This is an optimization exercise on Yosys and OpenROAD, whose aim is small area, not a production implementation. No functional check of the RTL was part of any run shown here. Power is estimated from default activity; no workload was simulated.

[flow/design.v]
module Adder8421(
    input [16:0] a,
    input [8:0] b,
    output [16:0] c
);
wire [3:0] b0=b[3:0], b1=b[7:4], b2={3'd0,b[8]};
wire [4:0] t0={1'b0,a[3:0]};
wire [3:0] n0=t0[3:0];
wire f0=((n0+b0)&4'hf)>=4'd10;
wire [4:0] u0=n0+b0+(f0?4'd6:4'd0);
wire [1:0] c0=t0[4]+u0[4];
wire [4:0] t1=a[7:4]+c0;
wire [3:0] n1=t1[3:0];
wire f1=((n1+b1)&4'hf)>=4'd10;
wire [4:0] u1=n1+b1+(f1?4'd6:4'd0);
wire [1:0] c1=t1[4]+u1[4];
wire [4:0] t2=a[11:8]+c1;
wire [3:0] n2=t2[3:0];
wire f2=((n2+b2)&4'hf)>=4'd10;
wire [4:0] u2=n2+b2+(f2?4'd6:4'd0);
wire [1:0] c2=t2[4]+u2[4];
wire [4:0] t3=a[15:12]+c2;
wire [3:0] n3=t3[3:0];
wire f3=n3>=4'd10;
wire [4:0] u3=n3+(f3?4'd6:4'd0);
wire [1:0] c3=t3[4]+u3[4];
assign c={a[16]^c3[0],u3[3:0],u2[3:0],u1[3:0],u0[3:0]};
endmodule
module JK(
    input J,K,clk,
    input reset,
    output out
);
reg e;
assign out=e;
always @(posedge clk)begin
    if(reset)e<=0;
    else if(J)e<=1;
    else if(K)e<=0;
end
endmodule
module STreg(
    input clk,
    input rst,
    input reset,
    input we,
    input [15:0] data,
    input [15:0] ldata,
    output [15:0] out,
    output [2:0] lcode
);
reg [15:0] re;
reg [2:0] lc;
reg modi;
wire [15:0] w=ldata+16'd150;
wire [2:0] wc=(w==16'd0)?3'd0:(w<=16'd45)?3'd1:(w<=16'd90)?3'd2:(w<=16'd135)?3'd3:
              (w<=16'd180)?3'd4:(w<=16'd270)?3'd5:(w<=16'd360)?3'd6:3'd7;
always @(posedge clk)begin
    if(reset)begin
        re<=0;
        lc<=3'd4;
        modi<=0;
    end else begin
        if(we&&modi)begin
            re<=data;
            lc<=wc;
        end else if(rst)begin
            re<=0;
            lc<=3'd4;
        end
        modi<=!we;
    end
end
assign out=re;
assign lcode=lc;
endmodule
module Judge(
    input clk,
    input start,
    input reset,
    input [15:0] now,
    input [15:0] fac,
    output [2:0] out,
    output signed [15:0] modi,
    output ready
);
reg [1:0] state;
reg [2:0] res;
reg [15:0] dec;
reg [15:0] rmodi;
assign modi=rmodi;
reg resd;
assign out=res;
assign ready=resd;
wire decb=(dec>=16'd65176);
function lt(input [15:0] v, input [15:0] t);
    lt=(v<t);
endfunction
wire lt31 =lt(dec,16'd31) |(decb&lt(dec,16'd65207));
wire lt46 =lt(dec,16'd46) |(decb&lt(dec,16'd65222));
wire lt61 =lt(dec,16'd61) |(decb&lt(dec,16'd65237));
wire lt180=lt(dec,16'd180)|(decb&lt(dec,16'd65356));
wire lt300=lt(dec,16'd300)|(decb&lt(dec,16'd65476));
wire lt315=lt(dec,16'd315)|(decb&lt(dec,16'd65491));
wire lt330=lt(dec,16'd330)|(decb&lt(dec,16'd65506));
wire rsub=(rmodi<16'd360&&rmodi>=16'd180);
wire radd=(rmodi>=16'd360&&rmodi<=16'hff4B);
always @ (posedge clk) begin
    if(reset)begin
        state<=0;
        resd<=0;
        res<=0;
        dec<=0;
        rmodi<=0;
    end else
    case(state)
        2'd0:begin
            resd<=0;
            if(start)begin
                state<=1;
                dec<=fac-now;
            end
        end
        2'd1:begin
            rmodi<=dec;
            state<=2;
        end
        2'd2:begin
            state<=3;
            if(rsub||radd)begin
                rmodi<={rmodi[15:3]+(rsub?13'h1fd3:13'h002d),rmodi[2:0]};
            end
            if(lt180)begin
                if(!lt46)begin
                    if(!lt61)res<=3'b111;
                    else res<=3'b110;
                end else begin
                    if(!lt31)res<=3'b101;
                    else res<=3'b100;
                end
            end else begin
                if(lt315)begin
                    if(lt300)res<=3'b011;
                    else res<=3'b010;
                end else begin
                    if(lt330)res<=3'b001;
                    else res<=3'b000;
                end
            end
        end
        2'd3:begin
            state<=0;
            resd<=1;
        end
    endcase
end
endmodule
module Score#(
    parameter AC=16'h100
)(
    input clk,
    input rst,
    input reset,
    input cal,
    input [2:0] result,
    input signed [15:0] dev,
    output [31:0] out
);
reg [8:0] mid;
reg [16:0] score;
wire [16:0] value;
wire [15:0] nmodi=-dev;
wire [15:0] m=dev[15]?dev:nmodi;
reg start;
reg state;
reg [3:0] astate;
wire ok=(astate==4'd8);
Adder8421 adder(
    .a(score),
    .b(mid),
    .c(value)
);
always @(posedge clk)begin
    if(reset)astate<=4'd9;
    else if(rst)astate<=4'd9;
    else if(astate==4'd9)begin
        if(start)astate<=4'd0;
    end else if(astate==4'd8)astate<=4'd9;
    else astate<=astate+4'd1;
end
always @(posedge clk)begin
    if(reset)begin
        state<=0;
        start<=0;
        score<=0;
        mid<=0;
    end else if(rst)score<=0;
    else begin
        if(state)begin
            start<=0;
            if(ok)begin
                state<=0;
                score<=value;
            end
        end else begin
            if(cal)begin
                state<=1;
                start<=1;
                if(result[1:0]==0)begin
                    mid<=AC;
                end else if(result[1:0]==3)begin
                    mid<=0;
                end else if(result[1])begin
                    mid<=9'h89-{m[5:3],1'd0,m[2:0]};
                end else begin
                    mid<=9'h99-{m[5:3],1'd0,m[2:0]};
                end
            end
        end
    end
end
assign out={15'd0,score};
endmodule
module memroad(
    input [7:0] a,
    output [7:0] x,
    output [7:0] y,
    output anti,
    output [2:0] lc,
    output d
);
wire [20:0] w;
localparam [255:0] C0 = 256'h00000000000000000000000000000015552aaaaaaaaaab555555555555555555;
assign w[0] = C0[a];
localparam [255:0] C1 = 256'h00000000000000000000000000000004000300c300d30d668308060600086100;
assign w[1] = C1[a];
localparam [255:0] C2 = 256'h0000000000000000000000000000000834a1034d3b6d363315750383a9d022ea;
assign w[2] = C2[a];
localparam [255:0] C3 = 256'h00000000000000000000000000000007cf5cfc30e410c198e8eaf878572f9d95;
assign w[3] = C3[a];
localparam [255:0] C4 = 256'h0000000000000000000000000000000fff800000000001ffffffff8000f86000;
assign w[4] = C4[a];
localparam [255:0] C5 = 256'h00000000000000000000000000000018007ffe07f19ffe000ff1ffffffffc000;
assign w[5] = C5[a];
localparam [255:0] C6 = 256'h0000000000000000000000000000001fff800007fff9e63cf60200ff10703e3b;
assign w[6] = C6[a];
localparam [255:0] C7 = 256'h0000000000000000000000000000001ffffe0079ff87e1c0f80203fc0f8fc1c7;
assign w[7] = C7[a];
localparam [255:0] C8 = 256'h0000000000000000000000000000001fffffff81fffe183cfe02000000000000;
assign w[8] = C8[a];
localparam [255:0] C9 = 256'h000000000000000000000000000000181fbe0187f199e63ff7f1fcfcef8fc1c4;
assign w[9] = C9[a];
localparam [255:0] C10 = 256'h0000000000000000000000000000001fe03e01878e60003ff00ffffce0003ffc;
assign w[10] = C10[a];
localparam [255:0] C11 = 256'h0000000000000000000000000000001fffc1fe787fffffc00ffe00031ffffffc;
assign w[11] = C11[a];
localparam [255:0] C12 = 256'h0000000000000000000000000000000000000000000000000000000000000003;
assign w[12] = C12[a];
localparam [255:0] C13 = 256'h0000000000000000000000000000000cff0ee7bfd83f83046307fc03ffffc000;
assign w[13] = C13[a];
localparam [255:0] C14 = 256'h00000000000000000000000000000003ff0107bfa48d4855dd5f5655badaab6e;
assign w[14] = C14[a];
localparam [255:0] C15 = 256'h0000000000000000000000000000001fff01f83e7cfecf87c100cc327c1cd89f;
assign w[15] = C15[a];
localparam [255:0] C16 = 256'h0000000000000000000000000000001fff000041837e37c43f01c3f0001f07ff;
assign w[16] = C16[a];
localparam [255:0] C17 = 256'h0000000000000000000000000000000d4a1554ad5b4cb491a25895a5bac55491;
assign w[17] = C17[a];
localparam [255:0] C18 = 256'h00000000000000000000000000000003310d98327c8cc86e3fa04e6e7c19b3f1;
assign w[18] = C18[a];
localparam [255:0] C19 = 256'h00000000000000000000000000000000ff021fc0000cffffc0003fe0001e0ff1;
assign w[19] = C19[a];
localparam [255:0] C20 = 256'h0000000000000000000000000000000000ffe0007ff300000000001fffe0000e;
assign w[20] = C20[a];
assign {x,y,anti,lc,d} = w;
endmodule
module Solve#(
    parameter Y=150,
    parameter X=200
)(
    input clk,
    input rst,
    input halt,
    input prepare,
    input start,
    input next,
    input switcher,
    input sw2,
    input auto,
    input keep,
    input [15:0] length,
    input [15:0] now,
    input [4:0] debug,
    output [15:0] dataput,
    output [31:0] dataput2,
    output wrong,
    output solved,
    output fakeclick,
    output [31:0] score,
    output signed [15:0] wwmodi,
    output ready,
    output wfresh,
    output [11:0] wcolorp,
    output [17:0] wBLOn,
    output nnote0,
    output [15:0] wnotex,wnotey,
    output [15:0] wperc,
    output endpass
);
localparam IDLE=10;
localparam WAITSTART=1;
localparam READNOTE=2;
localparam READINGNOTE=3;
localparam README=4;
localparam READINGSWI=5;
localparam WAIT=6;
localparam WAITJUDGE=7;
localparam CACHEDEV=8;
localparam PASS=14;
localparam WRONG=15;
localparam XY=X*Y;
localparam LAST=132;         
reg [3:0] state;
reg [7:0] nnote;             
reg [7:0] cur;               
reg [1:0] sn;                
reg tillf;                   
reg [9:0] alldev;
reg signed [15:0] modi;
reg [3:0] waitr;
reg [3:0] cc;                
reg fclick;
reg fresh;
reg dealtadd;
reg invalidadd;
reg preparing;
reg beginscore;
reg judgestart;
wire [7:0] nx,ny;
wire anti,nd;
wire [2:0] lc;
memroad memroad(
    .a(cur),
    .x(nx),
    .y(ny),
    .anti(anti),
    .lc(lc),
    .d(nd)
);
reg [8:0] notel;
always @(*) begin
    case(lc)
        3'd1: notel=9'd45;
        3'd2: notel=9'd90;
        3'd3: notel=9'd135;
        3'd4: notel=9'd180;
        3'd5: notel=9'd270;
        3'd6: notel=9'd360;
        default: notel=9'd0;
    endcase
end
wire [15:0] per=(anti?now:~now)+(anti?(nd?16'd180:16'd0):(nd?16'd541:16'd361));
wire [16:0] perm={1'b0,per}+17'h0fe98;
wire [15:0] perc=perm[16]?perm[15:0]:per;
assign wperc=perc;
wire addsign;
wire [15:0] outnow;
wire [2:0] lcode;
JK regjk(
    .clk(clk),
    .reset(rst),
    .J(next),
    .K(dealtadd||(state==IDLE)),
    .out(addsign)
);
STreg regtime(
    .clk(clk),
    .reset(rst),
    .rst(prepare),
    .we(next),
    .data(now),
    .ldata(length),
    .out(outnow),
    .lcode(lcode)
);
wire [2:0] jures;
wire AC=~(jures[1]&jures[0]);
wire judgeready;
wire signed [15:0] wmodi;
assign wwmodi=modi;
Judge judger(
    .clk(clk),
    .reset(rst),
    .start(judgestart),
    .ready(judgeready),
    .now(outnow),
    .fac({6'd0,alldev}),
    .modi(wmodi),
    .out(jures)
);
Score #(.AC(16'h100)) scorer(
    .clk(clk),
    .rst(preparing),
    .reset(rst),
    .cal(beginscore),
    .dev(wmodi),
    .result(jures),
    .out(score)
);
wire [15:0] taskri=notel+modi;
wire [16:0] dl={1'b0,length}-{1'b0,taskri};
wire len_eq=(dl[15:0]==16'd0);                        
wire len_ge=(taskri>=16'hffb0)?($signed(dl)>=-17'sd65456):($signed(dl)>=17'sd80);    
wire len_le=(taskri>16'd90&&taskri<=16'd65445)?($signed(dl)<=-17'sd90):(length==16'd0);  
wire early=(lcode<=lc);      
wire seq=(sn==2'd0||sn==2'd3)?(nnote==8'd0):(sn==2'd1)?(nnote==8'd49):(nnote==8'd95);
wire s2=(sn==2'd2);
wire [3:0] snote4={s2,s2,s2,sn[0]^sn[1]};
assign ready=(state==WAITSTART);
assign wrong=(state==WRONG);
assign wnotex={8'd0,nx};
assign wnotey={8'd0,ny};
assign solved=dealtadd&&(!invalidadd);
assign fakeclick=fclick;
assign wBLOn=(sn==2'd2)?XY:(sn==2'd3)?2*XY:18'd0;
assign wfresh=fresh;
reg [11:0] colorp;
always @(*) begin
    case(cc)
        4'd12:colorp=12'h2f0;
        4'd13:colorp=12'hff0;
        4'd14:colorp=12'hf80;
        4'd15:colorp=12'hf00;
        4'd8:colorp=12'h0f2;
        4'd9:colorp=12'h0ff;
        4'd10:colorp=12'h08f;
        4'd11:colorp=12'h22f;
        default:colorp=12'h000;
    endcase
end
assign wcolorp=colorp;
assign nnote0=nnote[0];
assign endpass=(state==PASS);
always @(posedge clk) begin
    if(rst)begin
        state<=IDLE;
        fclick<=0;
        fresh<=0;
        nnote<=0;
        cur<=8'd255;
        sn<=0;
        tillf<=0;
        modi<=0;
        waitr<=0;
        preparing<=0;
        alldev<=0;
        cc<=0;
        dealtadd<=0;
        invalidadd<=0;
        beginscore<=0;
        judgestart<=0;
    end else
    case(state)
        IDLE:begin
            if(prepare)begin
                fresh<=0;
                nnote<=0;
                modi<=0;
                waitr<=15;
                preparing<=1;
                sn<=0;
                alldev<=0;
                state<=READNOTE;
            end
        end
        WAITSTART:begin
            preparing<=0;
            if(start)begin
                fresh<=1;
                state<=WAIT;
            end
        end
        READNOTE:begin
            fresh<=0;
            dealtadd<=0;
            beginscore<=0;
            state<=README;
        end
        READINGSWI:begin
            fresh<=1;
            sn<=sn+2'd1;
            state<=README;
        end
        READINGNOTE:begin
            cur<=nnote;
            tillf<=1;
            if(nnote==LAST)state<=PASS;
            else state<=CACHEDEV;
        end
        README:begin
            fresh<=0;
            state<=seq?READINGSWI:READINGNOTE;
        end
        CACHEDEV: begin
            fresh<=0;
            dealtadd<=0;
            invalidadd<=0;
            fclick<=0;
            if(tillf)begin
                tillf<=0;
                alldev<=alldev+notel;
            end else if(alldev>=10'd360)begin
                alldev<=alldev-10'd360;
            end else if(preparing)begin
                state<=WAITSTART;
            end else if(waitr!=4'd15)begin
                waitr<=waitr+4'd1;
            end else state<=WAIT;
        end
        WAIT: begin
            fresh<=0;
            if(debug[4]&&nnote<{debug[3:0],3'd0})begin
                nnote<=nnote+8'd1;
                state<=READNOTE;
                fresh<=1;
            end else if(halt)begin
                state<=IDLE;
            end else if(addsign)begin
                dealtadd<=1;
                if((early&&keep)||len_le)begin
                    state<=CACHEDEV;
                    invalidadd<=1;
                end else begin
                    state<=WAITJUDGE;
                    judgestart<=1;
                end
            end else if(len_ge)begin
                if(keep)begin
                    state<=CACHEDEV;
                    waitr<=4'd1;
                    fclick<=1;
                end
                else begin
                    modi<=-16'sd80;
                    cc<=4'd11;
                    state<=WRONG;
                end
            end else if(auto)begin
                if(len_eq)begin
                    state<=CACHEDEV;
                    waitr<=4'd1;
                    fclick<=1;
                end
            end
        end
        WAITJUDGE:begin
            judgestart<=0;
            if(judgeready)begin
                cc<={1'b1,jures};
                modi<=wmodi;
                if((!AC)&&(!keep))begin
                    state<=WRONG;
                end else begin
                    beginscore<=1;
                    nnote<=nnote+8'd1;
                    state<=READNOTE;
                end
            end
        end
        WRONG:begin
            if(halt)begin
                state<=IDLE;
            end
        end
        PASS:begin
            if(halt)begin
                state<=IDLE;
            end
        end
        default:;
    endcase
end
wire [15:0] nmodi=-modi;
assign dataput=switcher?(sw2?perc[15:0]:now[15:0]):{snote4,waitr[3:0],state[3:0],4'd0};
wire [31:0] putdata1={colorp,1'd0,jures,score[31:16]};
wire [31:0] putdata2={modi[15:0],wmodi[15:0]};
wire [31:0] dataput22=switcher?putdata1:putdata2;
wire [31:0] putdata3=switcher?{modi,nmodi}:{nmodi,modi};
assign dataput2=sw2?putdata3:dataput22;
endmodule
[flow/flow/run.sh]
#!/bin/bash
# Standard layout, with the port buffers made of the smallest buffer cell.
cp standard.sh standard_sh.txt
cp config.mk config_mk.txt
export BUFFER_PORTS_ARGS="-buffer_cell sky130_fd_sc_hd__buf_1"
bash standard.sh > standard.log 2>&1
[flow/standard.sh]
#!/bin/bash
# synth_recipe.tcl (not shown) runs the flow's synth.tcl, then flattens the netlist and writes it again
# the make line also repeats each setting of config.mk as NAME=value (left out here)
make -C /OpenROAD-flow-scripts/flow DESIGN_CONFIG=/design/flow/config.mk WORK_HOME=/design/flow/orfs CLKGATE_MAP_FILE= SYNTH_SCRIPT=/design/flow/synth_recipe.tcl "${@:-finish}"
[flow/config.mk]
export PLATFORM = sky130hd
export DESIGN_NAME = Solve
export DESIGN_NICKNAME = Solve
export VERILOG_FILES = /design/flow/design.v
export SDC_FILE = /design/flow/constraint.sdc
export NUM_CORES = 4
export LEC_CHECK = 0
export CAP_MARGIN = 20
export CORE_MARGIN = 2
export CORE_UTILIZATION = 40
export SLEW_MARGIN = 20
export SYNTH_MEMORY_MAX_BITS = 65536
[flow/constraint.sdc]
create_clock -name core_clock -period 10.0 [get_ports {clk}]
set_input_delay 2.0000 -clock core_clock [delete_from_list [all_inputs] [get_ports {clk}]]
set_output_delay 2.0000 -clock core_clock [all_outputs]
set_load 0.01 [all_outputs]
==> flow_metrics.py, run 1 <==
metrics = {
    "sta": {
        "setup_slack_ns": 0.468,
        "tightest_slew_ns": 0.968,
        "setup_viol": 0,
        "tns_ns": 0,
        "relSlewSlack_pct": 35.4,
        "hold-worst-slack_ns": 0.471,
        "fin_crit_ns": 9.53,
        "finClkSkew_ns": 0.0204,
        "fmax_mhz": 105,
        "maxSlewViolCount": 0,
        "hold_viol_final": 0,
        "period_share_pct": 95.3,
    },
    "setup_path": {
        "crit_path_start_kind": "flip-flop",
        "worstSetupEndpointType": "flip-flop",
        "max_stage_delay_ns": 0.49,
        "crit_path_top_delay_cell": "fa_1",
        "r2r_end": "scorer.score[15]$_SDFFE_PP0P_",
        "path_max_fanout": 4,
        "rrSetupSlack_ns": 0.47,
        "worst-r2r-cell-count": 43,
        "cpMostUsedCell": "ha_1",
        "cp.required_ns": 10.36,
        "timing.rr.start": "scorer.score[0]$_SDFFE_PP0P_",
        "cp_data_arrival_time_ns": 9.89,
        "worstSetupPathType": "reg2reg",
    },
    "min_path": {
        "hold_path_end": "regtime.re[7]$_SDFFE_PP0P_",
        "hold-path-cell-count": 2,
        "min-delay-start": "regtime.re[7]$_SDFFE_PP0P_",
        "min_path_type": "reg2reg",
    },
    "die": {
        "initial_core_util_pct": 40.3,
        "fp.coreArea_sq_um": 45100,
        "row_count": 78,
        "top_level_ports": 228,
        "die_x_um": 217,
        "die-area_sq_um": 47200,
        "die_h_um": 217,
    },
    "clocking": {
        "clk_path_buf_depth": 2,
        "htreeDepth": 4,
        "clk_pin_slew_ns": 0.07,
        "cts_made_buffers": 17,
        "cts_sinks": 162,
        "cts_tree": "done",
        "insertion_delay_ns": 0.45,
        "cts-root-buf": "clkbuf_16",
    },
    "synth": {
        "synth_flop_cell": "dfxtp_1",
        "async_flop_share_pct": 0,
        "syn_area_sq_um": 18200,
        "postSynthAreaPerCell_sq_um": 6.96,
        "yosysSeqAreaShare_pct": 17.8,
        "synth_warnings": 5,
        "syn_inst": 2612,
        "synth-seq-cells": 162,
        "synth_cell_type_count": 87,
        "synth_edf_count": 0,
    },
    "power": {
        "seq_power_share_pct": 32.7,
        "comb_power_share_pct": 39.0,
        "switchingPower_uw": 1030,
        "pwr-share-clk_pct": 28.2,
        "internal-power_uw": 1420,
        "ir_drop_mv": 0.130,
        "power.leakage_uw": 0.00771,
        "swShare_pct": 42.0,
        "powerDensity_nw_per_um2": 124,
    },
    "global_route": {
        "grt_max_degree": 90,
        "grt_pass1_vias": 18200,
        "track_usage_pct": 27.4,
        "grt_pass1_wl_um": 103000,
        "antenna_found_initial": 0,
        "grt-busiest-layer": "met2",
        "gr-usage-met2_pct": 44.4,
        "grt_use_met1_pct": 37.2,
        "overflow": 0,
        "use_met3_pct": 3.76,
    },
    "place": {
        "place_ws_ns": -0.236,
        "numPortBuffers": 189,
        "hpwl_um": 50900,
        "place.gp.congestion": 0.975,
    },
    "outcome": {
        "status": "timing/DRC/antenna clean",
    },
    "layout": {
        "syn2layout_area_growth_pct": 9.04,
        "final_cell_mix": "nand2_1 (305), nor2_1 (273), a21oi_1 (238)",
        "drive_above_1_share_pct": 5.03,
        "nets": 2909,
        "post-route-util_pct": 44.0,
        "final_common_cell": "nand2_1",
        "diodes": 0,
    },
    "detailed_routing": {
        "viasPerCell": 5.93,
        "dr.pass1.iters": 6,
        "drt_iter0_markers": 2089,
        "drc": 0,
        "drtAntennaViolNets": 0,
        "wirelength_um": 66200,
        "wl_per_cell_um": 20.0,
        "via_count": 19600,
    },
    "flow_run": {
        "drv_cap": 0,
    },
}
-- worst max-delay path by stage --
stage | from | endpoint | cells after the start
floorplan | scorer.score[0]$_SDFFE_PP0P_ | scorer.score[15]$_SDFFE_PP0P_ | 43
global placement | scorer.score[0]$_SDFFE_PP0P_ | scorer.score[16]$_SDFFE_PP0P_ | 44
detailed placement | scorer.score[0]$_SDFFE_PP0P_ | scorer.score[16]$_SDFFE_PP0P_ | 44
CTS | scorer.score[1]$_SDFFE_PP0P_ | scorer.score[16]$_SDFFE_PP0P_ | 45
global route | scorer.score[0]$_SDFFE_PP0P_ | scorer.score[16]$_SDFFE_PP0P_ | 44
finish | scorer.score[0]$_SDFFE_PP0P_ | scorer.score[15]$_SDFFE_PP0P_ | 43
-- cell families (layout without fill, tap and decap cells) --
family	count (synthesis)	after routing	share of synthesized area, %
simple gates	914	914	23.0
compound gates	818	818	28.6
buf+inv	367	421	8.84
fa+ha+maj	172	172	12.5
flops	162	162	17.8
xor+xnor	131	131	6.35
mux	47	47	2.82
other cells	1	38	0.0206
-- timing repair --
action / CTS / global route
pin swaps: 0 / 8
hold buffers: 0 / 0
setup buffers: 0 / 3
resized for setup: 5 / 18
setup endpoints to repair: 2 / 3
-- power groups by stage --
stage	Combinational, uW	Sequential [uW]	Clock [uW]
final	958	802	693
after detailed placement	940	814	0
after floorplan	729	741	0
after CTS	945	800	705
after global routing	1060	809	731
after global placement	922	813	0
-- worst max-delay path: cells and delay by family, from the launching register on --
family,cells,cell delay [ns]
AO/OA/AOI/OAI,9,1.50
XOR/XNOR,7,1.10
AND/OR/NAND/NOR,7,0.88
flip-flops,1,0.35
adder cells (fa/ha/maj),17,5.44
buffers and inverters,3,0.22
-- through the flow --
step / std cells / instance area [sq um] / total power [uW]
floorplan: 2649 / 18300 / 1470
global placement: 3267 / 19100 / 1730
CTS: 3299 / 19700 / 2450
detailed placement: 3267 / 19100 / 1750
global route: 3303 / 19800 / 2600
finish: 3303 / 19800 / 2450
-- registers in the layout, indices dropped and copies added (netlist names), 2 cells and up --
signal / cells
alldev: 10
cc: 4
cur: 8
judger.dec: 16
judger.res: 3
judger.rmodi: 16
judger.state: 2
modi: 16
nnote: 8
regtime.lc: 3
regtime.re: 16
scorer.astate: 4
scorer.mid: 9
scorer.score: 17
sn: 2
state: 4
waitr: 4
wcolorp: 7
-- layout make-up --
cell class	instances	area, sq um
well taps	600	751
inverters	152	571
repair buffers	237	1090
flip-flops and latches	162	3250
clock inverters	14	165
clock buffers	18	439
fillers	4692	25300
multi-input cells	2120	13600
-- routing by layer --
metal,vias up,share of wire [%],wire length (um)
met3,123,6.9,4590
met4,0,3.1,2080
met1,9281,44,29400
met2,791,45,30100
met5,-,0,0
li1,9406,-,-
-- Yosys cell counts, types with 30 or more instances --
cell | count | share of area, %
dfxtp_1 | 162 | 18
inv_1 | 146 | 3.0
nor2_1 | 276 | 5.7
buf_4 | 53 | 2.2
a21oi_1 | 244 | 6.7
xnor2_1 | 85 | 4.1
clkbuf_1 | 133 | 2.7
mux2i_1 | 40 | 2.2
nand3_1 | 66 | 1.8
o21ai_0 | 197 | 5.4
nand2_1 | 305 | 6.3
a211oi_1 | 49 | 2.0
nand2b_1 | 33 | 1.1
a21o_1 | 30 | 1.2
a31oi_1 | 45 | 1.5
nor3_1 | 78 | 2.1
xor2_1 | 45 | 2.2
ha_1 | 155 | 11
==> run 2: changes to the inputs <==
==> flow/flow/run.sh (replaced) <==
#!/bin/bash
# Standard layout, with the port buffers made of the smallest buffer cell
# and a clock tree of smaller buffers without dummy loads.
export BUFFER_PORTS_ARGS="-buffer_cell sky130_fd_sc_hd__buf_1"
export CTS_ARGS="-sink_clustering_enable -repair_clock_nets -dont_use_dummy_load -buf_list sky130_fd_sc_hd__clkbuf_8 -sink_clustering_size 20"
bash standard.sh > standard.log 2>&1
==> run 2 against run 1 <==
  * Wire length fell by 0.26%
  * Clock skew up 0.026 ns
  * Combinational power about the same
  * Setup slack improved by 0.017 ns
  * Count of clock-buffer cells in the layout is 1 lower
  * Via count hardly changed
  * Clock power is 46% lower
  * Die area stayed put
  * Critical path type unchanged
==> flow_metrics.py, run 2 <==
metrics = {
    "clocking": {
        "cts-root-buf": "clkbuf_8",
        "cts_made_buffers": 17,
        "htreeDepth": 4,
        "clk_path_buf_depth": 2,
        "insertion_delay_ns": 0.49,
        "cts_sinks": 162,
        "clk_pin_slew_ns": 0.09,
        "cts_tree": "done",
    },
    "layout": {
        "syn2layout_area_growth_pct": 7.01,
        "stdcell_count": 3288,
        "final_common_cell": "nand2_1",
        "nets": 2909,
        "largest_register_ffs": 17,
        "drive_above_1_share_pct": 4.50,
        "post-route-util_pct": 43.1,
        "regMostFlops": "scorer.score",
        "final_cell_mix": "nand2_1 (305), nor2_1 (273), a21oi_1 (238)",
        "diodes": 0,
    },
    "outcome": {
        "status": "timing/DRC/antenna clean",
    },
    "place": {
        "place.gp.congestion": 0.975,
        "hpwl_um": 50900,
        "place_ws_ns": -0.236,
        "numPortBuffers": 189,
        "numPlacedInstances": 3267,
    },
    "synth": {
        "syn_area_sq_um": 18200,
        "synth_flop_cell": "dfxtp_1",
        "synthTopCellsByCount": "nand2_1 (305), nor2_1 (276), a21oi_1 (244)",
        "yosys-top-cells-area": "dfxtp_1 (18%), ha_1 (11%), a21oi_1 (6.7%)",
        "syn_inst": 2612,
        "synth_warnings": 5,
        "postSynthAreaPerCell_sq_um": 6.96,
        "yosysMostFrequentCell": "nand2_1",
        "yosysTopAreaCell": "dfxtp_1",
        "synthAdderAreaFrac_pct": 12.5,
        "synthSimpleGateAreaFrac_pct": 23.0,
        "synth-xor-area-share_pct": 6.35,
        "synth_cell_type_count": 87,
        "synth_mux_area_share_pct": 2.82,
        "synth_top_family_by_area": "compound AO/OA/AOI/OAI gates",
        "synth_compound_area_share_pct": 28.6,
        "async_flop_share_pct": 0,
        "synth-seq-cells": 162,
        "synth_top_area_share_pct": 17.8,
        "yosysSeqAreaShare_pct": 17.8,
        "synth_edf_count": 0,
    },
    "detailed_routing": {
        "drt_iter0_markers": 2012,
        "via_count": 19600,
        "wirelength_um": 66000,
        "drtAntennaViolNets": 0,
        "drc": 0,
        "wl_per_cell_um": 20.1,
        "viasPerCell": 5.96,
        "dr.pass1.iters": 6,
    },
    "setup_path": {
        "path_max_fanout": 4,
        "crit_path_top_delay_cell": "fa_1",
        "cpMostUsedCell": "ha_1",
        "cp_data_arrival_time_ns": 9.89,
        "max_stage_delay_ns": 0.49,
        "cp.required_ns": 10.37,
        "crit_path_start_kind": "flip-flop",
        "worstSetupPathType": "reg2reg",
        "worstSetupEndpointType": "flip-flop",
    },
    "sta": {
        "period_share_pct": 95.2,
        "fmax_mhz": 105,
        "hold-worst-slack_ns": 0.474,
        "relSlewSlack_pct": 36.1,
        "tightest_slew_ns": 0.958,
        "finClkSkew_ns": 0.0467,
        "maxSlewViolCount": 0,
        "fin_crit_ns": 9.52,
        "hold_viol_final": 0,
        "setup_viol": 0,
        "tns_ns": 0,
        "setup_slack_ns": 0.485,
    },
    "power": {
        "power.leakage_uw": 0.00753,
        "ir_drop_mv": 0.0899,
        "powerDensity_nw_per_um2": 110,
    },
    "die": {
        "row_count": 78,
        "fp.coreArea_sq_um": 45100,
        "initial_core_util_pct": 40.3,
        "top_level_ports": 228,
        "die-area_sq_um": 47200,
        "die_x_um": 217,
        "die_h_um": 217,
    },
    "flow_run": {
        "drv_cap": 0,
    },
    "global_route": {
        "grt_pass1_vias": 18100,
        "grt_max_degree": 90,
        "grt_pass1_wl_um": 103000,
        "antenna_found_initial": 0,
        "track_usage_pct": 27.3,
        "overflow": 0,
    },
    "min_path": {
        "min_path_type": "reg2reg",
    },
}
-- run 2: cell counts after synthesis --
No cell type changed its count.
-- run 2: final timing paths --
check                                                   from                             to  slack [ns]  cells after the start
worst min register to register    regtime.re[7]$_SDFFE_PP0P_     regtime.re[7]$_SDFFE_PP0P_        0.47                      2
worst min-delay path              regtime.re[7]$_SDFFE_PP0P_     regtime.re[7]$_SDFFE_PP0P_        0.47                      2
worst max register to register  scorer.score[0]$_SDFFE_PP0P_  scorer.score[15]$_SDFFE_PP0P_        0.48                     43
worst max-delay path            scorer.score[0]$_SDFFE_PP0P_  scorer.score[15]$_SDFFE_PP0P_        0.48                     43
-- run 2: power breakdown --
group | internal (uW) | total, uW | switching [uW]
clock | 150 | 377 | 227
combinational | 350 | 957 | 607
sequential | 690 | 802 | 113
-- run 2: cell families (layout without fill, tap and decap cells) --
group	count (synthesis)	in the layout
and+or+nand+nor	914	914
AOI/OAI and AO/OA	818	818
buffers and inverters	367	406
adders and majority gates	172	172
DFF	162	162
xor gates and xnor gates	131	131
muxes	47	47
other	1	38
-- run 2: stage by stage --
| stage | instance area (sq um) | power [uW] |
|---|---|---|
| 2_1_floorplan | 18300 | 1470 |
| 3_3_place_gp | 19100 | 1730 |
| 3_5_place_dp | 19100 | 1750 |
| 4_1_cts | 19400 | 2130 |
| 5_1_grt | 19500 | 2290 |
| 6_report | 19500 | 2140 |
-- run 2: per-layer routing --
layer	up-vias	track usage [%]	routed length [um]
li1	9378	-	-
met1	9276	37.3	29100
met2	830	44.1	30000
met3	113	3.68	4910
met4	0	9.36	1980
met5	-	0	0
-- run 2: repair_timing --
action,in CTS,in global routing
setup buffers,0,3
hold endpoints to repair,0,0
endpoints found under the setup margin,2,3
hold buffers,0,0
gates resized for setup,5,18
pin swaps,0,8
-- run 2: cell type report --
| type | count | area (sq um) |
|---|---|---|
| clock buffer | 17 | 234 |
| fill | 4732 | 25600 |
| inverter | 152 | 571 |
| multi-input combinational | 2120 | 13600 |
| sequential | 162 | 3250 |
| tap | 600 | 751 |
| timing repair buffer | 237 | 1090 |
-- run 2: worst max-delay path: cells and delay by family, from the launching register on --
family | cells | cell delay, ns
XOR/XNOR | 7 | 1.09
AO/OA/AOI/OAI | 9 | 1.50
buffers and inverters | 3 | 0.22
AND/OR/NAND/NOR | 7 | 0.87
flip-flops | 1 | 0.34
adder cells (fa/ha/maj) | 17 | 5.43
==> run 3: changes to the inputs <==
==> flow/flow/run.sh (replaced) <==
#!/bin/bash
# Standard layout, with the port buffers made of the smallest buffer cell
# and a clock tree of smaller buffers without dummy loads.
export BUFFER_PORTS_ARGS="-buffer_cell sky130_fd_sc_hd__buf_1"
export CTS_ARGS="-sink_clustering_enable -repair_clock_nets -dont_use_dummy_load -buf_list sky130_fd_sc_hd__clkbuf_16"
bash standard.sh > standard.log 2>&1
==> run 3 against run 2 <==
  * Still clean on timing, DRC and antenna
  * Wire length is 0.16% higher
  * Area after synthesis stayed put
  * Sequential share of layout area is 0.16 points lower
  * Power is 7.8% higher
  * Hold slack worse by 0.0033 ns
  * Clock power is 44% higher
  * Die area stayed put
  * Largest power group unchanged
  * Highest routed layer unchanged
==> flow_metrics.py, run 3 <==
metrics = {
    "synth": {
        "synth_compound_area_share_pct": 28.6,
        "synthAdderAreaFrac_pct": 12.5,
        "synth_mux_area_share_pct": 2.82,
        "synth_flop_cell": "dfxtp_1",
        "yosysTopAreaCell": "dfxtp_1",
        "syn_inst": 2612,
        "synthSimpleGateAreaFrac_pct": 23.0,
        "yosys-top-cells-area": "dfxtp_1 (18%), ha_1 (11%), a21oi_1 (6.7%)",
        "synth-xor-area-share_pct": 6.35,
        "synth-seq-cells": 162,
        "postSynthAreaPerCell_sq_um": 6.96,
        "async_flop_share_pct": 0,
        "synthTopCellsByCount": "nand2_1 (305), nor2_1 (276), a21oi_1 (244)",
        "synth_cell_type_count": 87,
        "yosysSeqAreaShare_pct": 17.8,
        "syn_area_sq_um": 18200,
        "synth_top_family_by_area": "compound AO/OA/AOI/OAI gates",
        "synth_warnings": 5,
        "synth_edf_count": 0,
        "yosysMostFrequentCell": "nand2_1",
        "synth_top_area_share_pct": 17.8,
    },
    "layout": {
        "nets": 2909,
        "fillCellCount": 4703,
        "syn2layout_area_growth_pct": 8.06,
        "final_cell_mix": "nand2_1 (305), nor2_1 (273), a21oi_1 (238)",
        "final_common_cell": "nand2_1",
        "register_area_sq_um": 3250,
        "regMostFlops": "scorer.score",
        "drive_above_1_share_pct": 4.50,
        "largest_register_ffs": 17,
        "multi_input_area_sq_um": 13600,
        "diodes": 0,
        "design_area_sq_um": 19600,
    },
    "power": {
        "comb_power_share_pct": 41.6,
        "swShare_pct": 42.0,
        "pwr-share-clk_pct": 23.6,
        "switchingPower_uw": 968,
        "ir_drop_mv": 0.127,
        "seq_power_share_pct": 34.9,
        "powerDensity_nw_per_um2": 117,
        "internal-power_uw": 1340,
        "power.leakage_uw": 0.00762,
    },
    "clocking": {
        "clk_path_buf_depth": 2,
        "hold_buffers": 0,
        "htreeDepth": 4,
        "cts_sinks": 162,
        "clk_pin_slew_ns": 0.07,
        "cts-root-buf": "clkbuf_16",
        "cts_made_buffers": 17,
        "insertion_delay_ns": 0.45,
        "cts_tree": "done",
    },
    "min_path": {
        "min_path_type": "reg2reg",
    },
    "sta": {
        "finClkSkew_ns": 0.0291,
        "fin_crit_ns": 9.54,
        "maxSlewViolCount": 0,
        "setup_viol": 0,
        "hold_viol_final": 0,
        "relSlewSlack_pct": 35.3,
        "hold-worst-slack_ns": 0.470,
        "tightest_slew_ns": 0.971,
        "fmax_mhz": 105,
        "period_share_pct": 95.4,
    },
    "place": {
        "numPortBuffers": 189,
        "place.gp.congestion": 0.975,
        "post_dp_cell_area_sq_um": 19100,
        "hpwl_um": 50900,
    },
    "outcome": {
        "status": "timing/DRC/antenna clean",
    },
    "setup_path": {
        "cp.required_ns": 10.34,
        "worstSetupPathType": "reg2reg",
        "cp_data_arrival_time_ns": 9.88,
        "crit_path_top_delay_cell": "fa_1",
        "crit_path_start_kind": "flip-flop",
        "cpMostUsedCell": "ha_1",
        "worstSetupEndpointType": "flip-flop",
        "path_max_fanout": 4,
        "rrSetupSlack_ns": 0.46,
        "max_stage_delay_ns": 0.49,
    },
    "global_route": {
        "track_usage_pct": 27.4,
        "grt_pass1_vias": 18100,
        "grt_pass1_wl_um": 103000,
        "antenna_found_initial": 0,
        "grt_max_degree": 90,
        "overflow": 0,
    },
    "detailed_routing": {
        "viasPerCell": 5.96,
        "drt_iter0_markers": 1968,
        "drc": 0,
        "wirelength_um": 66100,
        "dr.pass1.iters": 6,
        "drtAntennaViolNets": 0,
        "via_count": 19600,
        "wl_per_cell_um": 20.1,
    },
    "die": {
        "die-area_sq_um": 47200,
        "row_count": 78,
        "fp.coreArea_sq_um": 45100,
        "initial_core_util_pct": 40.3,
        "die_h_um": 217,
        "top_level_ports": 228,
        "die_x_um": 217,
    },
    "flow_run": {
        "drv_cap": 0,
    },
}
run 3: logic make-up after synthesis:
group	after synthesis
other	1
muxes	47
buffers and inverters	367
AOI/OAI and AO/OA	818
adders and majority gates	172
xor gates and xnor gates	131
and+or+nand+nor	914
DFF	162
run 3: through the flow:
| stage | setup slack [ns] | total power [uW] | instances | utilization, % | TNS (ns) |
|---|---|---|---|---|---|
| after CTS | 0.0196 | 2300 | 3284 | 43.3 | 0 |
| final | 0.463 | 2300 | 3288 | 43.6 | 0 |
| after detailed placement | -0.236 | 1750 | 3267 | 42.4 | -0.401 |
| after global routing | -0.0846 | 2450 | 3288 | 43.6 | -0.129 |
| after global placement | 0.269 | 1730 | 3267 | 42.4 | 0 |
| after floorplan | 0.625 | 1470 | 2649 | - | 0 |
run 3: worst max-delay path: cells and delay by family, from the launching register on:
kind / cells / cell delay (ns)
AOI/OAI and AO/OA: 9 / 1.50
xor gates and xnor gates: 7 / 1.10
adders and majority gates: 17 / 5.43
buffers and inverters: 3 / 0.22
DFF: 1 / 0.34
and+or+nand+nor: 7 / 0.87
run 3: final cells by class:
class,count,area share [%]
clock buffer,17,2.17
timing repair buffer,237,5.54
tap,600,3.82
sequential,162,16.5
multi-input combinational,2120,69.0
inverter,152,2.90
run 3: per-layer routing:
layer  up-vias  part of all wire, %  GRT usage, %
li1       9396                    -             -
met1      9270                   45          37.4
met2       810                   45          44.3
met3       116                  7.1          3.72
met4         0                  3.0          9.13
met5         -                    0             0
run 3: final timing paths:
kind	start	to	depth (start not counted)
max	scorer.score[0]$_SDFFE_PP0P_	scorer.score[15]$_SDFFE_PP0P_	43
min	regtime.re[7]$_SDFFE_PP0P_	regtime.re[7]$_SDFFE_PP0P_	2
max reg2reg	scorer.score[0]$_SDFFE_PP0P_	scorer.score[15]$_SDFFE_PP0P_	43
min reg2reg	regtime.re[7]$_SDFFE_PP0P_	regtime.re[7]$_SDFFE_PP0P_	2
run 3: power by group through the flow:
stage	Clock [uW]	Sequential, uW	Combinational [uW]
2_1_floorplan	0	741	729
3_3_place_gp	0	813	922
3_5_place_dp	0	814	940
4_1_cts	552	801	945
5_1_grt	581	810	1060
6_report	543	803	958
run 3: timing repair:
item	4_1_cts	5_1_grt
cloned	0	0
setup endpoints to repair	2	3
pin swaps	0	8
buffers inserted	0	3
resized for setup	5	18
==> run 4: changes to the inputs <==
--- a/flow/design.v
+++ b/flow/design.v
@@ -52,9 +52,10 @@
 reg [15:0] re;
 reg [2:0] lc;
 reg modi;
-wire [15:0] w=ldata+16'd150;
-wire [2:0] wc=(w==16'd0)?3'd0:(w<=16'd45)?3'd1:(w<=16'd90)?3'd2:(w<=16'd135)?3'd3:
-              (w<=16'd180)?3'd4:(w<=16'd270)?3'd5:(w<=16'd360)?3'd6:3'd7;
+wire hi=(ldata>=16'hff6a);
+wire [7:0] lb=ldata[7:0];
+wire [2:0] wc=hi?((lb==8'h6a)?3'd0:(lb<=8'h97)?3'd1:(lb<=8'hc4)?3'd2:(lb<=8'hf1)?3'd3:3'd4):
+                 ((ldata<=16'd30)?3'd4:(ldata<=16'd120)?3'd5:(ldata<=16'd210)?3'd6:3'd7);
 always @(posedge clk)begin
     if(reset)begin
         re<=0;
@@ -325,7 +326,7 @@
 reg [7:0] cur;               
 reg [1:0] sn;                
 reg tillf;                   
-reg [9:0] alldev;
+reg [3:0] ak;                
 reg signed [15:0] modi;
 reg [3:0] waitr;
 reg [3:0] cc;                
@@ -347,21 +348,36 @@
     .lc(lc),
     .d(nd)
 );
-reg [8:0] notel;
+reg [3:0] lk;                
 always @(*) begin
     case(lc)
-        3'd1: notel=9'd45;
-        3'd2: notel=9'd90;
-        3'd3: notel=9'd135;
-        3'd4: notel=9'd180;
-        3'd5: notel=9'd270;
-        3'd6: notel=9'd360;
-        default: notel=9'd0;
+        3'd1: lk=4'd1;
+        3'd2: lk=4'd2;
+        3'd3: lk=4'd3;
+        3'd4: lk=4'd4;
+        3'd5: lk=4'd6;
+        3'd6: lk=4'd8;
+        default: lk=4'd0;
     endcase
 end
-wire [15:0] per=(anti?now:~now)+(anti?(nd?16'd180:16'd0):(nd?16'd541:16'd361));
-wire [16:0] perm={1'b0,per}+17'h0fe98;
-wire [15:0] perc=perm[16]?perm[15:0]:per;
+wire [8:0] notel=lk*6'd45;
+wire [8:0] alldev=ak[2:0]*6'd45;
+wire pge=anti?(nd?(now>16'd179&&now<16'd65356):(now>16'd359)):
+              (nd?(now<16'd181||now>16'd540):(now<16'd1||now>16'd360));
+reg [15:0] pk;
+always @(*) begin
+    case({anti,nd,pge})
+        3'b100: pk=16'd0;
+        3'b101: pk=16'hfe98;
+        3'b110: pk=16'd180;
+        3'b111: pk=16'hff4c;
+        3'b000: pk=16'd361;
+        3'b001: pk=16'd1;
+        3'b010: pk=16'd541;
+        default: pk=16'd181;
+    endcase
+end
+wire [15:0] perc=(anti?now:~now)+pk;
 assign wperc=perc;
 wire addsign;
 wire [15:0] outnow;
@@ -394,7 +410,7 @@
     .start(judgestart),
     .ready(judgeready),
     .now(outnow),
-    .fac({6'd0,alldev}),
+    .fac({7'd0,alldev}),
     .modi(wmodi),
     .out(jures)
 );
@@ -453,7 +469,7 @@
         modi<=0;
         waitr<=0;
         preparing<=0;
-        alldev<=0;
+        ak<=0;
         cc<=0;
         dealtadd<=0;
         invalidadd<=0;
@@ -469,7 +485,7 @@
                 waitr<=15;
                 preparing<=1;
                 sn<=0;
-                alldev<=0;
+                ak<=0;
                 state<=READNOTE;
             end
         end
@@ -508,9 +524,9 @@
             fclick<=0;
             if(tillf)begin
                 tillf<=0;
-                alldev<=alldev+notel;
-            end else if(alldev>=10'd360)begin
-                alldev<=alldev-10'd360;
+                ak<=ak+lk;
+            end else if(ak[3])begin
+                ak[3]<=1'b0;
             end else if(preparing)begin
                 state<=WAITSTART;
             end else if(waitr!=4'd15)begin
==> flow/flow/run.sh (replaced) <==
#!/bin/bash
# The standard layout (the standard.sh), with the port buffers made of
# the smallest buffer cell and a clock tree of clkbuf_8 without dummy loads.
export BUFFER_PORTS_ARGS="-buffer_cell sky130_fd_sc_hd__buf_1"
export CTS_ARGS="-sink_clustering_enable -repair_clock_nets -dont_use_dummy_load -buf_list sky130_fd_sc_hd__clkbuf_8 -sink_clustering_size 20"
bash standard.sh > standard.log 2>&1
--- a/flow/config.mk
+++ b/flow/config.mk
@@ -5,8 +5,9 @@
 export SDC_FILE = /design/flow/constraint.sdc
 export NUM_CORES = 4
 export LEC_CHECK = 0
-export CAP_MARGIN = 20
+export CAP_MARGIN = 0
 export CORE_MARGIN = 2
 export CORE_UTILIZATION = 40
-export SLEW_MARGIN = 20
+export GPL_TIMING_DRIVEN = 0
+export SLEW_MARGIN = 0
 export SYNTH_MEMORY_MAX_BITS = 65536
==> run 4 against run 3 <==
  * Count of clock-buffer cells in the layout is the same
  * Utilization grew 2.7 points
  * Synthesized cell count shrank 6.1%
  * Non-clock buffer count grew 171
  * Wire length grew 7.0%
  * Clock skew grew 0.0038 ns
  * Hold slack lost 0.0023 ns
  * Via count shrank 0.98%
  * Sequential power shrank 8.3%
  * Sequential share of layout area shrank 0.87 points
==> flow_metrics.py, run 4 <==
metrics = {
    "outcome": {
        "status": "timing/DRC/antenna clean",
    },
    "die": {
        "initial_core_util_pct": 40.8,
        "top_level_ports": 228,
        "fp.coreArea_sq_um": 43300,
        "die_h_um": 214,
        "die_x_um": 214,
        "row_count": 76,
        "die-area_sq_um": 45800,
    },
    "detailed_routing": {
        "drt_iter0_markers": 1784,
        "viasPerCell": 5.89,
        "drtAntennaViolNets": 0,
        "via_count": 19400,
        "wirelength_um": 70700,
        "drc": 0,
        "dr.pass1.iters": 5,
        "wl_per_cell_um": 21.5,
    },
    "synth": {
        "synth_compound_area_share_pct": 26.2,
        "synth_cell_type_count": 92,
        "postSynthAreaPerCell_sq_um": 7.19,
        "async_flop_share_pct": 0,
        "synthTopCellsByCount": "nor2_1 (284), a21oi_1 (242), nand2_1 (231)",
        "synth-xor-area-share_pct": 6.60,
        "synthSimpleGateAreaFrac_pct": 22.6,
        "yosys-top-cells-area": "dfxtp_1 (18%), ha_1 (12%), a21oi_1 (6.9%)",
        "yosysSeqAreaShare_pct": 17.7,
        "synth_flop_cell": "dfxtp_1",
        "synth_warnings": 5,
        "syn_inst": 2453,
        "synth_top_family_by_area": "compound AO/OA/AOI/OAI gates",
        "synth_mux_area_share_pct": 4.06,
        "synth_edf_count": 0,
        "synth-seq-cells": 156,
        "yosysTopAreaCell": "dfxtp_1",
        "synth_top_area_share_pct": 17.7,
        "yosysMostFrequentCell": "nor2_1",
        "syn_area_sq_um": 17600,
        "synthAdderAreaFrac_pct": 14.4,
    },
    "clocking": {
        "hold_buffers": 0,
        "clk_pin_slew_ns": 0.09,
        "cts_tree": "done",
        "cts-root-buf": "clkbuf_8",
        "cts_made_buffers": 17,
        "cts_sinks": 156,
        "htreeDepth": 4,
        "clk_path_buf_depth": 2,
        "insertion_delay_ns": 0.49,
    },
    "setup_path": {
        "worstSetupEndpointType": "flip-flop",
        "path_max_fanout": 10,
        "cpMostUsedCell": "xnor2_1",
        "crit_path_top_delay_cell": "fa_1",
        "cp_data_arrival_time_ns": 10.12,
        "crit_path_start_kind": "flip-flop",
        "cp.required_ns": 10.36,
        "max_stage_delay_ns": 0.62,
        "worstSetupPathType": "reg2reg",
    },
    "layout": {
        "syn2layout_area_growth_pct": 13.5,
        "regMostFlops": "scorer.score",
        "nets": 2946,
        "drive_above_1_share_pct": 9.16,
        "final_cell_mix": "nor2_1 (273), a21oi_1 (235), nand2_1 (226)",
        "diodes": 0,
        "post-route-util_pct": 46.3,
        "largest_register_ffs": 17,
        "final_common_cell": "nor2_1",
        "fillCellCount": 4554,
    },
    "sta": {
        "setup_slack_ns": 0.241,
        "fmax_mhz": 102,
        "tightest_slew_ns": 1.15,
        "fin_crit_ns": 9.76,
        "tns_ns": 0,
        "relSlewSlack_pct": 22.6,
        "hold_viol_final": 0,
        "period_share_pct": 97.6,
        "maxSlewViolCount": 0,
        "finClkSkew_ns": 0.0329,
        "setup_viol": 0,
    },
    "global_route": {
        "grt_pass1_vias": 18100,
        "grt_pass1_wl_um": 108000,
        "antenna_found_initial": 3,
        "track_usage_pct": 29.9,
        "overflow": 0,
        "grt_max_degree": 22,
    },
    "place": {
        "numPortBuffers": 180,
        "place.gp.congestion": 0.997,
        "hpwl_um": 55100,
        "place_ws_ns": -2.38,
    },
    "power": {
        "power.leakage_uw": 0.00808,
        "powerDensity_nw_per_um2": 98.6,
        "ir_drop_mv": 0.0577,
    },
    "min_path": {
        "min_path_type": "reg2reg",
    },
    "flow_run": {
        "drv_cap": 0,
    },
}
==> run 4: cell count changes after synthesis, moves of 9 or more <==
cell,delta
a22o_1,+17
a31oi_1,-15
ha_1,+11
inv_1,-17
mux2i_1,+17
nand2_1,-74
nand3_1,+9
nor3_1,-9
o211ai_1,-12
o21ai_0,-67
==> run 4: cell families (layout without fill, tap and decap cells) <==
group / Yosys count / count (layout)
buf+inv: 341 / 559
simple gates: 855 / 855
xor+xnor: 133 / 133
mux: 65 / 65
other cells: 1 / 38
fa+ha+maj: 189 / 189
compound gates: 713 / 713
flops: 156 / 156
==> run 4: through the flow <==
step / cell area, sq um / power, uW / hold WS [ns] / std cells
6_report: 20000 / 1980 / 0.468 / 3293
5_1_grt: 20000 / 2090 / 0.492 / 3293
4_1_cts: 19700 / 1950 / 0.469 / 3276
3_5_place_dp: 19200 / 1580 / 0.460 / 3255
3_3_place_gp: 19200 / 1570 / 0.459 / 3255
2_1_floorplan: 17800 / 1320 / 0.436 / 2490
==> run 4: final timing paths <==
| check | slack (ns) | endpoint | cells after the start | start |
|---|---|---|---|---|
| setup / recovery | 0.24 | wcolorp[5]$_SDFF_PN0_ | 37 | cur[5]$_SDFFE_PP1P_ |
| hold / removal | 0.47 | regtime.re[7]$_SDFFE_PP0P_ | 2 | regtime.re[7]$_SDFFE_PP0P_ |
| setup reg to reg | 0.24 | wcolorp[5]$_SDFF_PN0_ | 37 | cur[5]$_SDFFE_PP1P_ |
| hold reg to reg | 0.47 | regtime.re[7]$_SDFFE_PP0P_ | 2 | regtime.re[7]$_SDFFE_PP0P_ |
==> run 4: timing repair <==
item / CTS / global route
pin swaps: 4 / 18
endpoints found under the setup margin: 39 / 41
setup buffers: 6 / 18
gates resized for setup: 83 / 83
==> run 4: worst max-delay path, delay by kind of cell, from the launching register on <==
family	cells	cell delay (ns)
adder cells (fa/ha/maj)	6	1.93
flip-flops	1	0.36
multiplexers	1	0.20
AO/OA/AOI/OAI	13	3.68
XOR/XNOR	3	0.47
buffers and inverters	5	1.17
AND/OR/NAND/NOR	9	1.79
==> run 4: final cells by class <==
class                           count  area (sq um)  share of cell area [%]
Timing Repair Buffer              204           856                    4.27
Multi-Input combinational cell   1993         13500                    67.3
Clock buffer                       17           234                    1.17
Buffer                            204          1070                    5.37
Tap cell                          585           732                    3.65
Inverter                          134           520                    2.60
Sequential cell                   156          3140                    15.7
==> run 4: per-layer routing <==
metal	up-vias	GRT usage [%]	routed length, um
li1	9157	-	-
met1	9240	41.0	31900
met2	852	46.9	31200
met3	149	4.62	5020
met4	2	11.8	2590
met5	-	0	13
==> run 4: power by group <==
group,total (uW),leakage (uW),switching (uW),internal (uW)
Clock,372,0.000122,222,150
Sequential,736,0.00126,76.6,659
Combinational,868,0.00670,551,317
==> run 5: changes to the inputs <==
--- a/flow/config.mk
+++ b/flow/config.mk
@@ -5,9 +5,9 @@
 export SDC_FILE = /design/flow/constraint.sdc
 export NUM_CORES = 4
 export LEC_CHECK = 0
-export CAP_MARGIN = 0
+export CAP_MARGIN = 20
 export CORE_MARGIN = 2
 export CORE_UTILIZATION = 40
 export GPL_TIMING_DRIVEN = 0
-export SLEW_MARGIN = 0
+export SLEW_MARGIN = 20
 export SYNTH_MEMORY_MAX_BITS = 65536
==> run 5 against run 4 <==
  * Still clean on timing, DRC and antenna
  * Sequential cell count is the same
  * Sequential share of layout area about the same
  * Register-to-register slack better by 0.12 ns
  * Cell count about the same
  * Critical path depth increased by 5
  * Clock power is 1% higher
  * Area after synthesis stayed put
  * Clock skew shrank 0.00096 ns
  * Critical endpoint unchanged
  * Largest power group unchanged
  * Highest routed layer is now met4
==> flow_metrics.py, run 5 <==
metrics = {
    "synth": {
        "synth_flop_cell": "dfxtp_1",
        "postSynthAreaPerCell_sq_um": 7.19,
        "yosysTopAreaCell": "dfxtp_1",
        "synth_cell_type_count": 92,
        "synth_warnings": 5,
        "synth-seq-cells": 156,
        "yosysMostFrequentCell": "nor2_1",
        "yosysSeqAreaShare_pct": 17.7,
        "syn_area_sq_um": 17600,
        "syn_inst": 2453,
        "synthTopCellsByCount": "nor2_1 (284), a21oi_1 (242), nand2_1 (231)",
        "async_flop_share_pct": 0,
        "synth_edf_count": 0,
        "yosys-top-cells-area": "dfxtp_1 (18%), ha_1 (12%), a21oi_1 (6.9%)",
        "synth_top_area_share_pct": 17.7,
    },
    "die": {
        "die_x_um": 214,
        "die-area_sq_um": 45800,
        "top_level_ports": 228,
        "die_h_um": 214,
        "initial_core_util_pct": 40.8,
        "row_count": 76,
        "fp.coreArea_sq_um": 43300,
    },
    "global_route": {
        "track_usage_pct": 29.7,
        "grt_pass1_wl_um": 107000,
        "grt_pass1_vias": 18100,
        "antenna_found_initial": 0,
        "grt_max_degree": 22,
        "overflow": 0,
    },
    "detailed_routing": {
        "drtAntennaViolNets": 0,
        "via_count": 19400,
        "drt_iter0_markers": 1812,
        "drc": 0,
        "wl_per_cell_um": 21.5,
        "viasPerCell": 5.89,
        "dr.pass1.iters": 6,
        "wirelength_um": 70800,
    },
    "setup_path": {
        "worstSetupEndpointType": "flip-flop",
        "worstSetupPathType": "reg2reg",
        "crit_buf_inv": 6,
        "crit_path_top_delay_cell": "fa_1",
        "max_stage_delay_ns": 0.60,
        "cp_data_arrival_time_ns": 10.01,
        "crit_path_start_kind": "flip-flop",
        "cpMostUsedCell": "clkbuf_4",
        "path_max_fanout": 10,
        "critical_path.top_delay_family": "compound AO/OA/AOI/OAI gates",
        "cp.required_ns": 10.37,
    },
    "sta": {
        "setup_viol": 0,
        "fin_crit_ns": 9.64,
        "grt_setup_unrepaired": "false",
        "hold_viol_final": 0,
        "period_share_pct": 96.4,
        "finClkSkew_ns": 0.0319,
        "maxSlewViolCount": 0,
        "fmax_mhz": 104,
        "tightest_slew_ns": 1.15,
        "relSlewSlack_pct": 22.7,
    },
    "outcome": {
        "status": "timing/DRC/antenna clean",
    },
    "flow_run": {
        "drv_cap": 0,
    },
    "clocking": {
        "cts-root-buf": "clkbuf_8",
        "cts_made_buffers": 17,
        "insertion_delay_ns": 0.50,
        "htreeDepth": 4,
        "cts_tree": "done",
        "clk_pin_slew_ns": 0.08,
        "cts_sinks": 156,
        "clk_path_buf_depth": 2,
    },
    "layout": {
        "nets": 2947,
        "final_common_cell": "nor2_1",
        "regMostFlops": "scorer.score",
        "fillCellCount": 4585,
        "largest_register_ffs": 17,
        "final_cell_mix": "nor2_1 (274), a21oi_1 (234), nand2_1 (225)",
        "diodes": 0,
        "design_area_sq_um": 20100,
        "drive_above_1_share_pct": 9.41,
        "post-route-util_pct": 46.4,
        "syn2layout_area_growth_pct": 13.8,
    },
    "min_path": {
        "min_path_type": "reg2reg",
    },
    "place": {
        "numPortBuffers": 180,
        "post_dp_cell_area_sq_um": 19200,
        "hpwl_um": 55100,
        "place.gp.congestion": 0.997,
    },
    "power": {
        "ir_drop_mv": 0.0628,
        "power.leakage_uw": 0.00810,
        "powerDensity_nw_per_um2": 99.1,
        "power.total_uw": 1990,
    },
}
-- run 5: power breakdown --
group          internal (uW)  switching (uW)
Clock                    150             226
Sequential               659            76.3
Combinational            326             554
-- run 5: path summary, 6_finish.rpt --
| path | start | to | slack (ns) | cells after the start |
|---|---|---|---|---|
| max | cur[2]$_SDFFE_PP1P_ | wcolorp[5]$_SDFF_PN0_ | 0.36 | 42 |
| min | regtime.re[6]$_SDFFE_PP0P_ | regtime.re[6]$_SDFFE_PP0P_ | 0.47 | 2 |
| max reg2reg | cur[2]$_SDFFE_PP1P_ | wcolorp[5]$_SDFF_PN0_ | 0.36 | 42 |
| min reg2reg | regtime.re[6]$_SDFFE_PP0P_ | regtime.re[6]$_SDFFE_PP0P_ | 0.47 | 2 |
-- run 5: metrics by stage --
stage | hold slack [ns] | TNS (ns) | instances | worst slack (ns)
finish | 0.468 | 0 | 3294 | 0.361
global route | 0.493 | 0 | 3294 | 0.00180
CTS | 0.470 | 0 | 3275 | 0.00727
floorplan | 0.436 | 0 | 2490 | 0.473
detailed placement | 0.461 | -78.54 | 3255 | -2.23
global placement | 0.459 | -82.02 | 3255 | -2.34
-- run 5: metal layers --
metal | up-vias | global-route usage (%) | wire length, um
li1 | 9168 | - | -
met1 | 9283 | 41.0 | 32200
met2 | 827 | 47.1 | 31500
met3 | 140 | 4.23 | 4750
met4 | 0 | 11.0 | 2380
met5 | - | 0 | 0
-- run 5: worst reg2reg max path: cells and delay by family, from the launching register on --
kind                     cells  cell delay, ns
flip-flops                   1            0.39
AO/OA/AOI/OAI               16            3.69
multiplexers                 1            0.15
XOR/XNOR                     2            0.34
adder cells (fa/ha/maj)      6            1.93
AND/OR/NAND/NOR             11            1.89
buffers and inverters        6            1.14
-- run 5: what timing repair did --
action                     in CTS  in global routing
hold buffers                    0                  0
setup endpoints to repair      38                 41
pin swaps                       4                 20
buffers inserted                4                 22
gates resized for setup        71                111
-- run 5: kinds of logic (layout without fill, tap and decap cells) --
logic type | after synthesis | count (layout) | synth area share, %
DFF | 156 | 156 | 17.7
other | 1 | 38 | 0.0213
xor gates and xnor gates | 133 | 133 | 6.60
muxes | 65 | 65 | 4.06
AOI/OAI and AO/OA | 713 | 713 | 26.2
and+or+nand+nor | 855 | 855 | 22.6
buffers and inverters | 341 | 560 | 8.42
adders and majority gates | 189 | 189 | 14.4
-- run 5: final cells by class --
cell class	count	area, sq um	area share, %
flip-flops and latches	156	3140	15.6
multi-input cells	1993	13500	67.2
inverters	134	520	2.59
plain buffers	203	1080	5.39
well taps	585	732	3.65
repair buffers	206	883	4.40
clock buffers	17	234	1.17
==> run 6: changes to the inputs <==
==> flow/flow/run.sh (replaced) <==
#!/bin/bash
# Standard layout, with the port buffers made of the smallest buffer cell
# and a clock tree of smaller buffers without dummy loads.
export BUFFER_PORTS_ARGS="-buffer_cell sky130_fd_sc_hd__buf_1"
export CTS_ARGS="-sink_clustering_enable -repair_clock_nets -dont_use_dummy_load -buf_list sky130_fd_sc_hd__clkbuf_8 -sink_clustering_size 20"
bash standard.sh > standard.log 2>&1
--- a/flow/config.mk
+++ b/flow/config.mk
@@ -8,6 +8,5 @@
 export CAP_MARGIN = 20
 export CORE_MARGIN = 2
 export CORE_UTILIZATION = 40
-export GPL_TIMING_DRIVEN = 0
 export SLEW_MARGIN = 20
 export SYNTH_MEMORY_MAX_BITS = 65536
==> run 6 against run 5 <==
  * First-iteration DRC count rose by 1.5%
  * Critical path type unchanged
  * Sequential share of layout area is 0.82 points higher
  * Die area unchanged
  * Clock skew up 0.0036 ns
==> flow_metrics.py, run 6 <==
metrics = {
    "setup_path": {
        "crit_buf_inv": 3,
        "worst-r2r-cell-count": 43,
        "critical_path.top_delay_family": "adder cells",
        "crit_path_top_delay_cell": "fa_1",
        "worstSetupPathType": "reg2reg",
        "crit_path_start_kind": "flip-flop",
        "cp.depth": 43,
        "cp.required_ns": 10.42,
        "cp_data_arrival_time_ns": 9.88,
        "max_stage_delay_ns": 0.56,
        "path_max_fanout": 4,
        "cpMostUsedCell": "ha_1",
        "worstSetupEndpointType": "flip-flop",
    },
    "global_route": {
        "grt_max_degree": 70,
        "grt_pass1_wl_um": 94300,
        "grt_pass1_vias": 17100,
        "antenna_found_initial": 0,
        "track_usage_pct": 25.2,
        "overflow": 0,
    },
    "synth": {
        "yosysSeqAreaShare_pct": 17.7,
        "yosys-top-cells-area": "dfxtp_1 (18%), ha_1 (12%), a21oi_1 (6.9%)",
        "synth_flop_cell": "dfxtp_1",
        "yosysMostFrequentCell": "nor2_1",
        "synth_top_area_share_pct": 17.7,
        "synthTopCellsByCount": "nor2_1 (284), a21oi_1 (242), nand2_1 (231)",
        "syn_area_sq_um": 17600,
        "synth_edf_count": 0,
        "synth_cell_type_count": 92,
        "yosysTopAreaCell": "dfxtp_1",
        "synth-seq-cells": 156,
        "postSynthAreaPerCell_sq_um": 7.19,
        "async_flop_share_pct": 0,
        "synth_warnings": 5,
        "syn_inst": 2453,
    },
    "die": {
        "top_level_ports": 228,
        "fp.coreArea_sq_um": 43300,
        "die_x_um": 214,
        "die_h_um": 214,
        "initial_core_util_pct": 40.8,
        "row_count": 76,
        "die-area_sq_um": 45800,
    },
    "sta": {
        "finClkSkew_ns": 0.0355,
        "hold_viol_final": 0,
        "maxSlewViolCount": 0,
        "tns_ns": 0,
        "setup_viol": 0,
        "period_share_pct": 94.6,
        "tightest_slew_ns": 1.11,
        "fmax_mhz": 106,
        "fin_crit_ns": 9.46,
        "relSlewSlack_pct": 25.4,
    },
    "power": {
        "power.leakage_uw": 0.00765,
        "powerDensity_nw_per_um2": 100,
        "ir_drop_mv": 0.0923,
    },
    "detailed_routing": {
        "wl_per_cell_um": 19.3,
        "drt_iter0_markers": 1839,
        "via_count": 18400,
        "dr.pass1.iters": 6,
        "wirelength_um": 60300,
        "drc": 0,
        "viasPerCell": 5.88,
        "drtAntennaViolNets": 0,
    },
    "layout": {
        "syn2layout_area_growth_pct": 7.77,
        "final_cell_mix": "nor2_1 (279), a21oi_1 (237), nand2_1 (231)",
        "largest_register_ffs": 17,
        "design_area_sq_um": 19000,
        "nets": 2781,
        "diodes": 0,
        "regMostFlops": "scorer.score",
        "drive_above_1_share_pct": 5.86,
        "fillCellCount": 4575,
        "final_common_cell": "nor2_1",
    },
    "clocking": {
        "clk_pin_slew_ns": 0.09,
        "htreeDepth": 4,
        "insertion_delay_ns": 0.51,
        "cts_made_buffers": 17,
        "cts_sinks": 156,
        "cts_tree": "done",
        "cts-root-buf": "clkbuf_8",
        "clk_path_buf_depth": 2,
    },
    "outcome": {
        "status": "timing/DRC/antenna clean",
    },
    "flow_run": {
        "drv_cap": 0,
    },
    "place": {
        "post_dp_cell_area_sq_um": 18700,
        "place.gp.congestion": 1.02,
        "numPortBuffers": 189,
        "hpwl_um": 45700,
    },
    "min_path": {
        "min_path_type": "reg2reg",
        "hold-path-cell-count": 2,
    },
}
==> run 6: logic make-up (layout without fill, tap and decap cells) <==
family / count (synthesis) / in the layout / share of synthesized area (%)
AO/OA/AOI/OAI: 713 / 713 / 26.2
XOR/XNOR: 133 / 133 / 6.60
adder cells (fa/ha/maj): 189 / 189 / 14.4
buffers and inverters: 341 / 394 / 8.42
flip-flops: 156 / 156 / 17.7
multiplexers: 65 / 65 / 4.06
other: 1 / 38 / 0.0213
AND/OR/NAND/NOR: 855 / 855 / 22.6
==> run 6: worst paths after layout <==
path                                              startpoint                             to  slack (ns)
worst min register to register    regtime.re[9]$_SDFFE_PP0P_     regtime.re[9]$_SDFFE_PP0P_        0.47
worst min-delay path              regtime.re[9]$_SDFFE_PP0P_     regtime.re[9]$_SDFFE_PP0P_        0.47
worst max-delay path            scorer.score[0]$_SDFFE_PP0P_  scorer.score[15]$_SDFFE_PP0P_        0.54
worst max register to register  scorer.score[0]$_SDFFE_PP0P_  scorer.score[15]$_SDFFE_PP0P_        0.54
==> run 6: through the flow <==
stage               setup slack, ns  hold WS (ns)  power (uW)  std cells  utilization, %
finish                        0.541         0.467        1910       3128            43.9
global route                -0.0191         0.487        2030       3128            43.9
CTS                          0.0133         0.470        1900       3127            43.7
detailed placement           0.0524         0.461        1530       3110            43.1
global placement              0.243         0.457        1520       3110            43.1
floorplan                     0.473         0.436        1320       2490               -
==> run 6: report_power, final <==
| group | internal (uW) | switching [uW] | leakage (uW) |
|---|---|---|---|
| Combinational | 299 | 496 | 0.00627 |
| Clock | 150 | 220 | 0.000122 |
| Sequential | 660 | 86.2 | 0.00126 |
==> run 6: timing repair <==
item / 4_1_cts / 5_1_grt
pin swaps: 0 / 6
cloned: 0 / 0
hold buffers: 0 / 0
setup endpoints to repair: 1 / 35
setup buffers: 0 / 1
gates resized for setup: 1 / 26
==> run 6: final cells by class <==
class	count	area [sq um]	area share [%]
sequential	156	3130	16.5
inverter	134	503	2.65
clock buffer	17	234	1.23
timing repair buffer	243	1130	5.96
tap	585	732	3.85
multi-input combinational	1993	13300	69.9
==> run 6: worst register-to-register path, delay by kind of cell, from the launching register on <==
kind / cells / cell delay (ns)
AND/OR/NAND/NOR: 7 / 0.88
AO/OA/AOI/OAI: 9 / 1.41
adder cells (fa/ha/maj): 17 / 5.42
flip-flops: 1 / 0.36
XOR/XNOR: 7 / 1.11
buffers and inverters: 3 / 0.21
==> run 6: per-layer routing <==
layer / part of all wire, % / vias up / GRT usage, %
met5: 0 / - / 0
met4: 2.7 / 0 / 8.44
met3: 6.6 / 94 / 3.45
met2: 44 / 761 / 39.3
met1: 47 / 8708 / 35.8
li1: - / 8828 / -

static timing again, ports no longer ideal:
In the flow no input, the clock included, has a driving cell. The finished layouts below were timed again as built, in two steps.
Step 1: set_driving_cell puts a clkbuf_16 on clk and a buf_2 on each other input, an assumption about the parent block.
Step 2, shift: input delay + t, output delay - t, t = (earliest + latest rising clock arrival at the registers) / 2. This alone moves slack from input paths to output paths.
Three values: ideal, step 1, step 2; two values: the first two.
run	shift t [ns]	setup slack, ns	worst setup path after step 2	latest minus earliest clock arrival (ns)	worst slew at a driven data input, ns
run 1	0.489	0.468 / 0.468 / 0.468	register to register	0.020 / 0.020	0.07
run 2	0.512	0.485 / 0.485 / 0.485	register to register	0.046 / 0.047	0.07
run 3	0.480	0.463 / 0.463 / 0.463	register to register	0.029 / 0.029	0.07
run 4	0.532	0.241 / 0.241 / 0.241	register to register	0.034 / 0.033	0.04
run 5	0.545	0.361 / 0.361 / 0.361	register to register	0.034 / 0.034	0.04
run 6	0.540	0.541 / 0.541 / 0.541	register to register	0.036 / 0.035	0.05
After both steps every run listed still meets setup and hold.
